This is an optimization exercise on Yosys and OpenROAD, whose aim is small area, not a production implementation. Function was checked by simulation only, so behaviour that the tests miss may differ from the original. No activity file was given, so power comes from the tool's default toggle rates.

## top
module top(
	input clk,
	input rst,
	output [2:0]vgaRed,
	output [2:0]vgaGreen,
	output [1:0]vgaBlue,
	output vgaHsync,
	output vgaVsync,
	output MemOE,
	output MemWR,
	output FlashRp,
	output FlashCS,
	output [23:1]MemAdr,
	input [15:0]MemDB,
	input [7:0]sw,
	input [3:0]btn,
	output [7:0]led,
	input PS2C,
	input PS2D,
	output [3:0]an,
	output [6:0]seg
);
Size: ~1100 cells after synthesis, about 190 flip-flops, about 9700 sq um of cells after synthesis.
Settings: LEC_CHECK=0, CAP_MARGIN=20, CORE_MARGIN=2, CORE_UTILIZATION=70, PLACE_DENSITY=0.8, SLEW_MARGIN=20; clock period 10.0 ns.
standard.sh (not shown) runs the stock make flow with config.mk's settings and CLKGATE_MAP_FILE= SYNTH_SCRIPT=/design/flow/synth_recipe.tcl, a recipe that flattens the netlist after the stock synthesis.
==> flow/flow/run.sh <==
#!/bin/bash
# Layout flow: the standard ORFS flow (standard.sh) with
#  - synthesis: the standard script (synth_recipe.tcl) with full-adder
#    extraction off and an area-oriented ABC script (flow/area.abc);
#    registers are mapped exactly as in the standard synthesis;
#  - port buffers: buf_1;
#  - clock tree: clkbuf_8, no dummy loads.
# Each ORFS step logs to orfs/logs/; make's own output goes to make_*.log.
set -euo pipefail
W=$(pwd)
bash standard.sh SYNTH_SCRIPT="$W/flow/synth.tcl" ADDER_MAP_FILE= \
  BUFFER_PORTS_ARGS="-buffer_cell sky130_fd_sc_hd__buf_1" \
  CTS_ARGS="-sink_clustering_enable -repair_clock_nets -buf_list sky130_fd_sc_hd__clkbuf_8 -dont_use_dummy_load" \
  finish > make_finish.log 2>&1
==> flow/flow/area.abc <==
strash
&get -n
&deepsyn -T 30
&put
dch -f
amap
topo
dnsize -c
==> flow/flow/synth.tcl <==
# The standard synthesis script, with ABC run on flow/area.abc instead
# of ORFS's speed script.
set ::area_abc [file join [file dirname [file normalize [info script]]] area.abc]
proc abc {args} {
  set i [lsearch $args -script]
  if {$i >= 0} { lset args [expr {$i + 1}] $::area_abc }
  yosys abc {*}$args
}
source [file join [file dirname [file dirname [file normalize [info script]]]] synth_recipe.tcl]
The first run completed with no timing, DRC or antenna violations.
Then changed:
- CORE_UTILIZATION: 70 -> 40
- PLACE_DENSITY: 0.8 -> not set
=>
- The new run completed with no timing, DRC or antenna violations
- routed wire length came out higher by a few percent
- combinational power came out lower slightly
- final cell count came out higher by roughly a tenth
- synthesized cell count stays the same
- die area came out higher by well over a third
- power came out lower slightly
- register-to-register slack is better by 0.08 ns
- clock-buffer cell count does not change
- maximum frequency came out higher slightly

JK:
top, a different RTL version from the one above (not shown whole).
Size in the first run: about 1100 cells after synthesis, about 190 flip-flops, ~11000 µm² of cells after synthesis.
export LEC_CHECK = 0
export CAP_MARGIN = 20
export CORE_MARGIN = 2
export CORE_UTILIZATION = 40
export SLEW_MARGIN = 20
create_clock -name core_clock -period 10.0 [get_ports {clk}]
run.sh (not shown) runs the stock make flow with config.mk's settings and CLKGATE_MAP_FILE= SYNTH_SCRIPT=/design/flow/synth_recipe.tcl, a recipe that flattens the netlist after the stock synthesis.
Stock flow here: none of the scripts above is used.
Relative to JK, the following input files were edited for MS:
==> flow/flow/run.sh (new file) <==
#!/bin/bash
# Standard ORFS layout; the only change is the cell used for the port
# buffers (buf_1 instead of the default pick).
set -euo pipefail
bash standard.sh BUFFER_PORTS_ARGS="-buffer_cell sky130_fd_sc_hd__buf_1" finish > make_finish.log 2>&1
==> flow/standard.sh (new file) <==
#!/bin/bash
# synth_recipe.tcl (not shown) runs the flow's synth.tcl, then flattens the netlist and writes it again
# the make line also repeats each setting of config.mk as NAME=value (left out here)
make -C /OpenROAD-flow-scripts/flow DESIGN_CONFIG=/design/flow/config.mk WORK_HOME=/design/flow/orfs CLKGATE_MAP_FILE= SYNTH_SCRIPT=/design/flow/synth_recipe.tcl "${@:-finish}"
-- flow/config.mk --
<<< JK, line 9
export CORE_MARGIN = 2
export CORE_UTILIZATION = 40
export SLEW_MARGIN = 20
>>> MS, line 9
export CORE_MARGIN = 2
export CORE_UTILIZATION = 40
export CTS_BUF_LIST = sky130_fd_sc_hd__clkbuf_8
export SLEW_MARGIN = 20
removed: flow/run.sh
--- outcome ---
JK -> MS: internal power contribution decreased by a little under 10%. Compared with JK, MS shows share of power burned in the clock network lower by 4.7 points. Maximum frequency from static timing analysis for MS: about 4% up relative to JK.

==> re-timing with driven ports <==
How much do the figures lean on ideal ports? The routed layouts below were timed once more, with nothing changed but the port constraints.
Step 1 (the two cells are an assumption about what drives the block):
set clk [get_ports {clk}]
set_driving_cell -lib_cell sky130_fd_sc_hd__clkbuf_16 $clk
set_driving_cell -lib_cell sky130_fd_sc_hd__buf_2 [delete_from_list [all_inputs] $clk]
Step 2, shift: input delay + t, output delay - t, t = (earliest + latest rising clock arrival at the registers) / 2. This alone moves slack from input paths to output paths.
Three values: ideal, step 1, step 2; two values: the first two.
run | shift t [ns] | setup slack, ns | worst setup path at the end
the first run of note 1 | 0.511 | 4.297 / 4.257 / 4.477 | register to register
the second run of note 1 | 0.486 | 4.406 / 4.366 / 4.561 | register to register
JK | 0.480 | 3.576 / 3.529 / 4.009 | register to output
MS | 0.520 | 3.814 / 3.773 / 4.293 | register to output
After both steps every run listed still meets setup and hold.
